From an optimization exercise on the open Yosys and OpenROAD flow, aimed at small area, a short achievable clock period and few clock cycles; shortcuts taken in it are not production practice.
The RTL was checked by simulation tests, not by an equivalence proof against the original design.
Power is estimated from default activity; no workload was simulated.

File: design/flow/design.v
module ALU (
    input [31:0] A,
    input [31:0] B,
    input [2:0] func,
    input sub_sra,
    input branch_type_op,
    input [4:0] shamt,
    output reg [31:0] Q,
    output reg EQ,
    output reg A_greater_than_equal_B_signed,
    output reg A_greater_than_equal_B_unsigned,
    output reg A_less_than_B_signed,
    output reg A_less_than_B_unsigned
);
always @ (*) begin
    case (func)
        3'b000 : begin
            if (sub_sra)
                Q = $signed(A) - $signed(B);
            else
                Q = A + B;
        end
        3'b001 : Q = A << B[4:0];
        3'b010 : begin
            if ( $signed(A) < $signed(B))
                Q = 32'b1;
            else
                Q = 32'b0;
        end
        3'b011 : begin
            if ( A < B)
                Q = 32'b1;
            else
                Q = 32'b0;
        end
        3'b100 : Q = A ^ B;
        3'b101 : begin
            if (sub_sra)
                Q = $signed(A) >>> B[4:0];
            else
                Q = A >> B[4:0];
        end
        3'b110 : Q = A | B;
        3'b111 : Q = A & B;
        default: Q = 32'b0;
    endcase
    EQ = (A == B);
    A_less_than_B_signed = ($signed(A) < $signed(B));
    A_less_than_B_unsigned = (A < B);
    A_greater_than_equal_B_signed = ($signed(A) >= $signed(B));
    A_greater_than_equal_B_unsigned = (A >= B);
end
endmodule
module registers (
    input clk,
    input rst_n,
    input wr_en,
    input rd_en,
    input [4:0] write_address, address_A, address_B,
    input [31:0] write_data,
    output reg [31:0] data_A, data_B
    );
    reg [31:0] register [31:1];
    always @ ( posedge clk ) begin
        if (wr_en && write_address != 5'd0)
            register[write_address] <= write_data;
    end
    always @ ( posedge clk or negedge rst_n ) begin
        if (!rst_n) begin
            data_A <= 32'b0;
            data_B <= 32'b0;
        end
        else begin
            if (!wr_en && rd_en) begin
                data_A <= (address_A == 5'd0) ? 32'b0 : register[address_A];
                data_B <= (address_B == 5'd0) ? 32'b0 : register[address_B];
            end
        end
    end
endmodule
module program_counter (
    input clk,
    input rst_n,
    input en,
    input pc_int_ext_alu_sel,
    input pc_alu_incr_4_imm_sel,
    input [31:0] ext_alu_in,
    input [31:0] imm_val,
    output reg [31:0] pc,
    output [31:0] pc_alu_out
);
wire [31:0] pc_d_in, adder_A_in;
reg [31:0] ext_alu_in_reg;
assign adder_A_in = pc_alu_incr_4_imm_sel ? imm_val : 32'h4;
assign pc_alu_out = adder_A_in + pc;
assign pc_d_in = pc_int_ext_alu_sel ? ext_alu_in_reg : pc_alu_out;
always @ (posedge clk or negedge rst_n) begin
    if (!rst_n)
        pc <= 32'b0;
    else begin
        if (en)
            pc <= {pc_d_in[31:2], 2'b0};
        else
            pc <= pc;
    end
end
always @ (posedge clk) begin
    ext_alu_in_reg <= ext_alu_in;
end
endmodule
module sign_extender (
    input [31:0] instruction,
    input [2:0] sx_type,
    output reg [31:0] imm_sign_extended
    );
always @ (instruction or sx_type) begin
    case (sx_type)
        3'b000 : imm_sign_extended = 32'b0;
        3'b001 : imm_sign_extended = { {20{instruction[31]}}, instruction[31:25], instruction[11:7] };
        3'b010 : imm_sign_extended = { {20{instruction[31]}}, instruction[31:20] };
        3'b011 : imm_sign_extended = { {20'b0}, instruction[31:20] };
        3'b100 : imm_sign_extended = { instruction[31:12], {12'b0} };
        3'b101 : imm_sign_extended = { {19{instruction[31]}}, instruction[31], instruction[7] , instruction[30:25] , instruction[11:8] , 1'b0};
        3'b110 : imm_sign_extended = { {11{instruction[31]}}, instruction[31], instruction[19:12], instruction[20], instruction[30:21], 1'b0};
        3'b111 : imm_sign_extended = { {27{instruction[31]}}, instruction[24:20] };
        default: imm_sign_extended = 32'b0;
    endcase
end
endmodule
module instruction_register (
	input clk,
	input en,
	input [31:0] D,
	input rst_n,
	output reg [31:0] Q);
	always @ (posedge clk or negedge rst_n) begin
		if (!rst_n)
			Q <= 32'b0;
		else begin
			if (en)
				Q <= D;
			else
				Q <= Q;
		end
	end
endmodule  
module mux_4x1 (
    input [1:0] select,
    input [31:0] A0,
    input [31:0] A1,
    input [31:0] A2,
    input [31:0] A3,
    output reg [31:0] Z
);
always @ (*) begin
    case (select)
        2'b00 : Z = A0;
        2'b01 : Z = A1;
        2'b10 : Z = A2;
        2'b11 : Z = A3;
        default : Z = A0;
    endcase
end
endmodule
module load_store_unit (
    input [2:0] func,
    input [1:0] byte_offset,
    input [31:0] store_data,
    input [31:0] mem_rdata,
    output reg [31:0] mem_wdata,
    output reg [3:0] mem_wstrb,
    output reg [31:0] load_data
);
    reg [31:0] shifted;
    always @ (*) begin
        case (func[1:0])
            2'b00 : begin
                mem_wdata = {4{store_data[7:0]}};
                mem_wstrb = 4'b0001 << byte_offset;
            end
            2'b01 : begin
                mem_wdata = {2{store_data[15:0]}};
                mem_wstrb = byte_offset[1] ? 4'b1100 : 4'b0011;
            end
            default : begin
                mem_wdata = store_data;
                mem_wstrb = 4'b1111;
            end
        endcase
        shifted = mem_rdata >> {byte_offset, 3'b000};
        case (func)
            3'b000 : load_data = {{24{shifted[7]}}, shifted[7:0]};
            3'b001 : load_data = {{16{shifted[15]}}, shifted[15:0]};
            3'b100 : load_data = {24'b0, shifted[7:0]};
            3'b101 : load_data = {16'b0, shifted[15:0]};
            default: load_data = mem_rdata;
        endcase
    end
endmodule
module controller_new (
    input clk,
    input rst_n,
    input [31:0] data_from_instruction_reg,
    input EQ,
    input A_greater_than_equal_B_signed,
    input A_greater_than_equal_B_unsigned,
    input A_less_than_B_signed,
    input A_less_than_B_unsigned,
    input mem_ready,
    output reg sub_sra_out,
    output reg [2:0] ALU_func,
    output reg ALU_pc_adder_select,
    output reg [1:0] write_reg_sel,
    output reg ALU_A_select,
    output reg ALU_B_select,
    output reg mem_en,
    output reg mem_wr_en,
    output reg reg_wr_en,
    output reg reg_rd_en,
    output reg instruction_reg_en,
    output reg pc_en,
    output reg pc_alu_incr_4_imm_sel,
    output reg pc_int_ext_alu_sel,
    output reg [2:0] sx_type,
    output reg run_complete,
    output reg branch_type_op
);
    parameter FETCH  = 3'd0,
              DECODE = 3'd1,
              EXEC   = 3'd2,
              MEM    = 3'd3,
              JUMP   = 3'd4,
              HALT   = 3'd5;
    parameter zero_extend = 0,
              imm_s_extend = 1,
              imm_i_sign_extend = 2,
              imm_i_zero_extend = 3,
              imm_u_extend = 4,
              imm_b_extend = 5,
              imm_j_extend = 6,
              shamt_i_extend = 7;
    parameter OP_R      = 7'b0110011,
              OP_S      = 7'b0100011,
              OP_LOAD   = 7'b0000011,
              OP_IMM    = 7'b0010011,
              OP_B      = 7'b1100011,
              OP_LUI    = 7'b0110111,
              OP_AUIPC  = 7'b0010111,
              OP_JAL    = 7'b1101111,
              OP_JALR   = 7'b1100111,
              OP_SYSTEM = 7'b1110011;
    reg [2:0] state, next_state;
    wire [6:0] opcode;
    wire [2:0] func;
    wire sub_sra_in;
    wire is_ebreak;
    reg branch_taken;
    assign opcode = data_from_instruction_reg[6:0];
    assign func = data_from_instruction_reg[14:12];
    assign sub_sra_in = data_from_instruction_reg[30];
    assign is_ebreak = (data_from_instruction_reg == 32'h00100073);
    always @ (posedge clk or negedge rst_n) begin
        if (!rst_n)
            state <= FETCH;
        else
            state <= next_state;
    end
    always @ (*) begin
        case (func)
            3'b000 : branch_taken = EQ;
            3'b001 : branch_taken = ~EQ;
            3'b100 : branch_taken = A_less_than_B_signed;
            3'b101 : branch_taken = A_greater_than_equal_B_signed;
            3'b110 : branch_taken = A_less_than_B_unsigned;
            3'b111 : branch_taken = A_greater_than_equal_B_unsigned;
            default: branch_taken = 1'b0;
        endcase
    end
    always @ (*) begin
        sub_sra_out = 1'b0;
        ALU_func = 3'b000;
        ALU_A_select = 1'b0;
        ALU_B_select = 1'b0;
        sx_type = zero_extend;
        write_reg_sel = 2'b01;
        branch_type_op = 1'b0;
        case (opcode)
            OP_R : begin
                ALU_func = func;
                sub_sra_out = sub_sra_in;
            end
            OP_IMM : begin
                ALU_func = func;
                ALU_B_select = 1'b1;
                if (func == 3'd1 || func == 3'd5) begin
                    sx_type = shamt_i_extend;
                    sub_sra_out = sub_sra_in;
                end
                else
                    sx_type = imm_i_sign_extend;
            end
            OP_LOAD : begin
                sx_type = imm_i_sign_extend;
                ALU_B_select = 1'b1;
                write_reg_sel = 2'b10;
            end
            OP_S : begin
                sx_type = imm_s_extend;
                ALU_B_select = 1'b1;
            end
            OP_B : begin
                sx_type = imm_b_extend;
                branch_type_op = 1'b1;
            end
            OP_LUI : begin
                sx_type = imm_u_extend;
                write_reg_sel = 2'b11;
            end
            OP_AUIPC : begin
                sx_type = imm_u_extend;
                ALU_A_select = 1'b1;
                ALU_B_select = 1'b1;
            end
            OP_JAL : begin
                sx_type = imm_j_extend;
                ALU_A_select = 1'b1;
                ALU_B_select = 1'b1;
                write_reg_sel = 2'b00;
            end
            OP_JALR : begin
                sx_type = imm_i_sign_extend;
                ALU_B_select = 1'b1;
                write_reg_sel = 2'b00;
            end
            default : ;
        endcase
    end
    always @ (*) begin
        next_state = state;
        ALU_pc_adder_select = 1'b0;
        mem_en = 1'b0;
        mem_wr_en = 1'b0;
        reg_wr_en = 1'b0;
        reg_rd_en = 1'b0;
        instruction_reg_en = 1'b0;
        pc_en = 1'b0;
        pc_alu_incr_4_imm_sel = 1'b0;
        pc_int_ext_alu_sel = 1'b0;
        run_complete = 1'b0;
        case (state)
            FETCH : begin
                mem_en = 1'b1;
                if (mem_ready) begin
                    instruction_reg_en = 1'b1;
                    next_state = DECODE;
                end
            end
            DECODE : begin
                reg_rd_en = 1'b1;
                next_state = EXEC;
            end
            EXEC : begin
                case (opcode)
                    OP_R, OP_IMM, OP_LUI, OP_AUIPC : begin
                        reg_wr_en = 1'b1;
                        pc_en = 1'b1;
                        next_state = FETCH;
                    end
                    OP_B : begin
                        pc_alu_incr_4_imm_sel = branch_taken;
                        pc_en = 1'b1;
                        next_state = FETCH;
                    end
                    OP_JAL, OP_JALR : begin
                        reg_wr_en = 1'b1;
                        next_state = JUMP;
                    end
                    OP_LOAD, OP_S : begin
                        next_state = MEM;
                    end
                    OP_SYSTEM : begin
                        if (is_ebreak)
                            next_state = HALT;
                        else begin
                            pc_en = 1'b1;
                            next_state = FETCH;
                        end
                    end
                    default : begin
                        pc_en = 1'b1;
                        next_state = FETCH;
                    end
                endcase
            end
            MEM : begin
                ALU_pc_adder_select = 1'b1;
                mem_en = 1'b1;
                mem_wr_en = (opcode == OP_S);
                if (mem_ready) begin
                    reg_wr_en = (opcode == OP_LOAD);
                    pc_en = 1'b1;
                    next_state = FETCH;
                end
            end
            JUMP : begin
                pc_int_ext_alu_sel = 1'b1;
                pc_en = 1'b1;
                next_state = FETCH;
            end
            HALT : begin
                run_complete = 1'b1;
            end
            default : next_state = FETCH;
        endcase
    end
endmodule
module riscv_top (
    input clk,
    input rst_n,
    output mem_req,
    output mem_we,
    output [31:0] mem_addr,
    output [31:0] mem_wdata,
    output [3:0] mem_wstrb,
    input mem_ready,
    input [31:0] mem_rdata,
    output run_complete
    );
    wire [31:0] instr_reg_out, pc_out, pc_alu_out, mem_address, ALU_result, sx_imm_val;
    wire [31:0] A_in, B_in, rs1_val, rs2_val, mux_4x1_out, load_data;
    wire [2:0] ALU_func_data;
    wire pc_alu_incr_4_imm_sel, pc_int_ext_alu_sel, EQ, A_less_than_B_signed, A_less_than_B_unsigned;
    wire sub_sra_data, ALU_pc_adder_select, ALU_A_select, ALU_B_select, mem_en, mem_wr_en;
    wire reg_rd_en, reg_wr_en, instruction_reg_en, pc_en;
    wire A_greater_than_equal_B_signed, A_greater_than_equal_B_unsigned, branch_type_op;
    wire [1:0] write_reg_sel;
    wire [2:0] sx_type;
    program_counter pgm_cntr (.clk(clk), .rst_n(rst_n), .en(pc_en), .pc_alu_incr_4_imm_sel(pc_alu_incr_4_imm_sel),
    .pc_int_ext_alu_sel(pc_int_ext_alu_sel), .imm_val(sx_imm_val), .ext_alu_in(ALU_result), .pc(pc_out), .pc_alu_out(pc_alu_out));
    controller_new fsm_controller (.clk(clk), .rst_n(rst_n), .data_from_instruction_reg(instr_reg_out), .EQ(EQ), .A_less_than_B_signed(A_less_than_B_signed),
    .A_less_than_B_unsigned(A_less_than_B_unsigned), .mem_ready(mem_ready), .sub_sra_out(sub_sra_data) , .ALU_func(ALU_func_data),
    .ALU_pc_adder_select(ALU_pc_adder_select), .write_reg_sel(write_reg_sel), .ALU_A_select(ALU_A_select),
    .ALU_B_select(ALU_B_select), .mem_en(mem_en), .mem_wr_en(mem_wr_en),
    .reg_rd_en(reg_rd_en), .reg_wr_en(reg_wr_en), .instruction_reg_en(instruction_reg_en), .pc_en(pc_en), .sx_type(sx_type),
    .pc_alu_incr_4_imm_sel(pc_alu_incr_4_imm_sel), .pc_int_ext_alu_sel(pc_int_ext_alu_sel),
    .run_complete(run_complete),
    .A_greater_than_equal_B_signed(A_greater_than_equal_B_signed), .A_greater_than_equal_B_unsigned(A_greater_than_equal_B_unsigned),
    .branch_type_op(branch_type_op));
    assign mem_address = ALU_pc_adder_select ? ALU_result : pc_out;
    assign mem_req = mem_en;
    assign mem_we = mem_wr_en;
    assign mem_addr = mem_address;
    load_store_unit lsu (.func(instr_reg_out[14:12]), .byte_offset(mem_address[1:0]), .store_data(rs2_val), .mem_rdata(mem_rdata),
    .mem_wdata(mem_wdata), .mem_wstrb(mem_wstrb), .load_data(load_data));
    instruction_register ins_reg (.clk(clk), .rst_n(rst_n), .en(instruction_reg_en), .D(mem_rdata), .Q(instr_reg_out));
    sign_extender sx (.sx_type(sx_type), .instruction(instr_reg_out), .imm_sign_extended(sx_imm_val));
    assign A_in = ALU_A_select ? pc_out : rs1_val;
    assign B_in = ALU_B_select ? sx_imm_val : rs2_val;
    ALU main_ALU (.func(ALU_func_data), .sub_sra(sub_sra_data), .shamt(sx_imm_val[4:0]), .A(A_in), .B(B_in), .Q(ALU_result),
    .EQ(EQ), .A_less_than_B_signed(A_less_than_B_signed), .A_less_than_B_unsigned(A_less_than_B_unsigned),
    .A_greater_than_equal_B_signed(A_greater_than_equal_B_signed), .A_greater_than_equal_B_unsigned(A_greater_than_equal_B_unsigned),
    .branch_type_op(branch_type_op));
    registers Register (.clk(clk), .rst_n(rst_n), .wr_en(reg_wr_en), .rd_en(reg_rd_en), .write_address(instr_reg_out[11:7]),
    .address_A(instr_reg_out[19:15]), .address_B(instr_reg_out[24:20]), .write_data(mux_4x1_out),
    .data_A(rs1_val), .data_B(rs2_val));
    mux_4x1 mux_0 (.select(write_reg_sel), .A0(pc_alu_out), .A1(ALU_result), .A2(load_data), .A3(sx_imm_val), .Z(mux_4x1_out));
endmodule
File: design/flow/run.sh
#!/bin/bash
# synth_recipe.tcl (not shown) runs the flow's synth.tcl, then flattens the netlist and writes it again
# the make line also repeats each setting of config.mk as NAME=value (left out here)
make -C /OpenROAD-flow-scripts/flow DESIGN_CONFIG=/design/flow/config.mk WORK_HOME=/design/flow/orfs CLKGATE_MAP_FILE= SYNTH_SCRIPT=/design/flow/synth_recipe.tcl finish
File: design/flow/config.mk
export PLATFORM = sky130hd
export DESIGN_NAME = riscv_top
export DESIGN_NICKNAME = riscv_top
export VERILOG_FILES = /design/flow/design.v
export SDC_FILE = /design/flow/constraint.sdc
export NUM_CORES = 4
export LEC_CHECK = 0
export CAP_MARGIN = 20
export CORE_MARGIN = 2
export CORE_UTILIZATION = 40
export SLEW_MARGIN = 20
File: design/flow/constraint.sdc
create_clock -name core_clock -period 12.0 [get_ports {clk}]
set_input_delay 2.4000 -clock core_clock [delete_from_list [all_inputs] [get_ports {clk}]]
set_output_delay 2.4000 -clock core_clock [all_outputs]
set_load 0.01 [all_outputs]
==> flow_summary.yaml <==
logic_synthesis:
  synth-edff-count: 992
  synth_top_area_share_pct: 46.3
  yosysWarningCount: 8
  ys_ff_latch: 1151
  synthArstFlopShare_pct: 11.2
  synth_area_um2: 64400
  synth-compound-area-share_pct: 9.50
  synthCells: 4710
  synth.area.mux_share_pct: 25.4
  syn_nets: 4874
  synthSimpleGateAreaFrac_pct: 6.66
  ys_top_cells_by_area: "edfxtp_1 (46%), mux4_2 (19%), mux2i_1 (5.1%), dfrtp_1 (5.0%), ha_1 (2.4%)"
  synth_area_leader_cell: "edfxtp_1"
  synth-main-ff-cell: "edfxtp_1"
  synth-adder-area-share_pct: 2.54
  ys_types: 88
  yosysSeqAreaShare_pct: 52.2
  postSynthAreaPerCell_um2: 13.7
  synth_xor_area_share_pct: 0.653
  synth_top_family_by_area: "multiplexers"
finish:
  layout_common_cells: "edfxtp_1 (992), mux4_2 (540), nand2_1 (404), mux2i_1 (327), nor2_1 (284)"
  synthToLayoutAreaGrowth_pct: 12.4
  drive_gt1_share_pct: 22.6
  fin_area_um2: 72300
  finish.utilization_pct: 45.2
  top_register: "Register.register"
  nets: 4895
  largest_register_ffs: 992
  mostFrequentLayoutCell: "edfxtp_1"
floorplan:
  fp.dieH_um: 405
  coreArea_um2: 160000
  num_rows: 147
  die_area_um2: 164000
  dieWidth_um: 405
  start_util_pct: 40.2
  io_pins: 106
drt:
  top_layer: "met5"
  remaining_drc_errors: 0
  first_pass_iters: 8
  wl_met3_mm: 24.0
  ant_nets: 0
  num_vias: 45800
  wl_met1_mm: 96.9
  dr_wl_met2_mm: 112
  wl_per_cell_um: 34.9
  drt_iter0_drc: 6246
  vias_per_cell: 6.55
  drt_wl_total_mm: 244
power:
  p_leak_uw: 0.0252
  powerDensity_nw_per_um2: 331
  vdd_drop_max_mv: 0.246
  power.total_uw: 23900
clocking:
  cts_root_buffer: "clkbuf_16"
  insertion_delay_ns: 0.76
  cts_tree: "built"
  cts_hold_buf: 0
  clk_pin_slew_ns: 0.07
  clock_sink_count: 1151
  cts-resized-gates: 0
  cts_setup_buffers: 0
  cts_buffer_depth: 3
  htreeDepth: 3
  cts_made_buffers: 113
sta:
  setup_viol: 0
  tightestPinTransition_ns: 1.15
  finalCritPeriodShare_pct: 93.5
  setup_ws_ns: 0.781
  finalSetupTns_ns: 0
  finalClockSkew_ns: 0.0474
  finalHoldViolCount: 0
  relSlewSlack_pct: 23.5
  slew_viol_final: 0
  fmax_mhz: 89.1
  period_minus_slack_ns: 11.22
  rsz0062_at_grt: "false"
critical_path:
  critPathLaunchType: "register"
  path_delay_family: "compound AO/OA/AOI/OAI gates"
  cp_max_fo: 21
  crit_required_ns: 9.60
  worst_setup_path_end_kind: "primary output"
  critical_path_arrival_ns: 8.82
  crit_buf_inv: 5
  cpPeakStageDelay_ns: 0.85
  rrSetupSlack_ns: 1.40
  path_class: "register to primary output"
  crit_slowest_cell: "nor4_1"
flow_run:
  maxCapViolations: 0
grt:
  grt_usage_pct: 29.4
  gr-total-overflow: 0
  grt_pass1_wl_mm: 340
  antenna_found_initial: 16
  grt_max_degree: 105
  grt_pass1_vias: 44000
outcome:
  status: "no timing/DRC/antenna violations"
place:
  dp.final_hpwl_mm: 158
  post_dp_cell_area_um2: 68500
  dp_slack_ns: 1.30
  gp_congestion: 1.03
  io_buffers: 105
min_path:
  min_path_type: "register to register"
==> final cells by class <==
class                      instances  area [um^2]
antenna                            3         7.51
timing repair buffer             276         2380
tap                             2160         2700
fill                           14200        87900
inverter                         119          449
clock inverter                    63          706
multi-input combinational       3070        29300
clock buffer                     152         3120
sequential                      1151        33700
==> worst register-to-register path, delay by kind of cell, from the launching register on <==
kind | cells | cell delay, ns
compound gates | 17 | 4.81
xor+xnor | 1 | 0.29
fa+ha+maj | 2 | 0.65
buf+inv | 3 | 0.85
flops | 1 | 0.33
mux | 2 | 0.35
simple gates | 11 | 3.02
==> power by group <==
group	internal, uW	leakage (uW)	total (uW)	switching, uW
clock network	2090	0.00185	3680	1600
registers	6530	0.0108	7210	675
logic	4620	0.0126	13100	8440
==> worst paths after layout <==
check                                             from                   endpoint  cells after the start
setup / recovery                          ins_reg.Q[5]               mem_addr[26]                     25
hold / removal             pgm_cntr.ext_alu_in_reg[31]            pgm_cntr.pc[31]                      1
setup reg to reg                          ins_reg.Q[5]  Register.register[19][31]                     36
hold reg to reg            pgm_cntr.ext_alu_in_reg[31]            pgm_cntr.pc[31]                      1
max in group asynchronous                        rst_n              ins_reg.Q[18]                      2
min in group asynchronous                        rst_n        Register.data_B[25]                      1
==> metal layers <==
metal	up-vias	GRT usage, %
met3	524	5.59
met5	-	0
met1	23800	40.4
met4	14	12.1
met2	2793	45.8
li1	18700	-
==> metrics by stage <==
stage / cells / hold slack [ns]
floorplan: 4710 / 0.439
global placement: 6774 / 0.451
detailed placement: 6774 / 0.453
CTS: 6989 / 0.476
global route: 6991 / 0.489
finish: 6994 / 0.479
==> kinds of logic after synthesis <==
group,after synthesis
buffers and inverters,489
xor gates and xnor gates,48
adders and majority gates,129
muxes,948
DFF,1151
AOI/OAI and AO/OA,962
and+or+nand+nor,983
==> cells in the mapped netlist (8+ instances only) <==
library cell and count:
nor2_1 317, o21a_1 28, ha_1 126, dfrtp_1 129, a221oi_1 31, a2111oi_0 9, a22o_1 11, buf_2 16
a31oi_1 36, nor3_1 47, a211oi_1 53, mux2_2 71, o21bai_1 12, dfxtp_1 30, a222oi_1 8, clkbuf_1 263
nand4_1 10, or3_1 18, and2_1 13, nor4_1 11, o31ai_1 8, a21oi_1 270, nand2b_1 33, o21ai_0 261
o22ai_1 20, buf_1 76, mux4_2 540, o211ai_1 40, nand2_1 404, xor2_1 13, or2_2 14, buf_4 12
a21o_1 25, inv_1 113, edfxtp_1 992, a311oi_1 12, and3_1 17, nor2b_1 19, mux2i_1 328, o221ai_1 26
a22oi_1 33, xnor2_1 35, a2bb2oi_1 8, nand3_1 50
Testbench counts, summed over its fixed seeds: cycles 53,967.

==> re-timing with driven ports <==
In the flow no input, the clock included, has a driving cell. The finished layout below was timed again as built, in two steps.
Step 1 sets driving cells, clkbuf_16 on the clock port and buf_2 on the other inputs (assumed; they add their load-dependent delay and slew).
Step 2, shift: input delay + t, output delay - t, t = (earliest + latest rising clock arrival at the registers) / 2. This alone moves slack from input paths to output paths.
Slacks: ideal / step 1 / step 2; pairs: ideal / step 1.
t (ns): 0.816
setup WS [ns]: 0.781 / 0.697 / 1.401
worst setup path at the end: register to register
latest minus earliest clock arrival (ns): 0.048 / 0.049
After both steps setup and hold are still met in this run. The setup slack of this run moves by -0.084 ns with the drivers and by +0.620 ns with both steps.
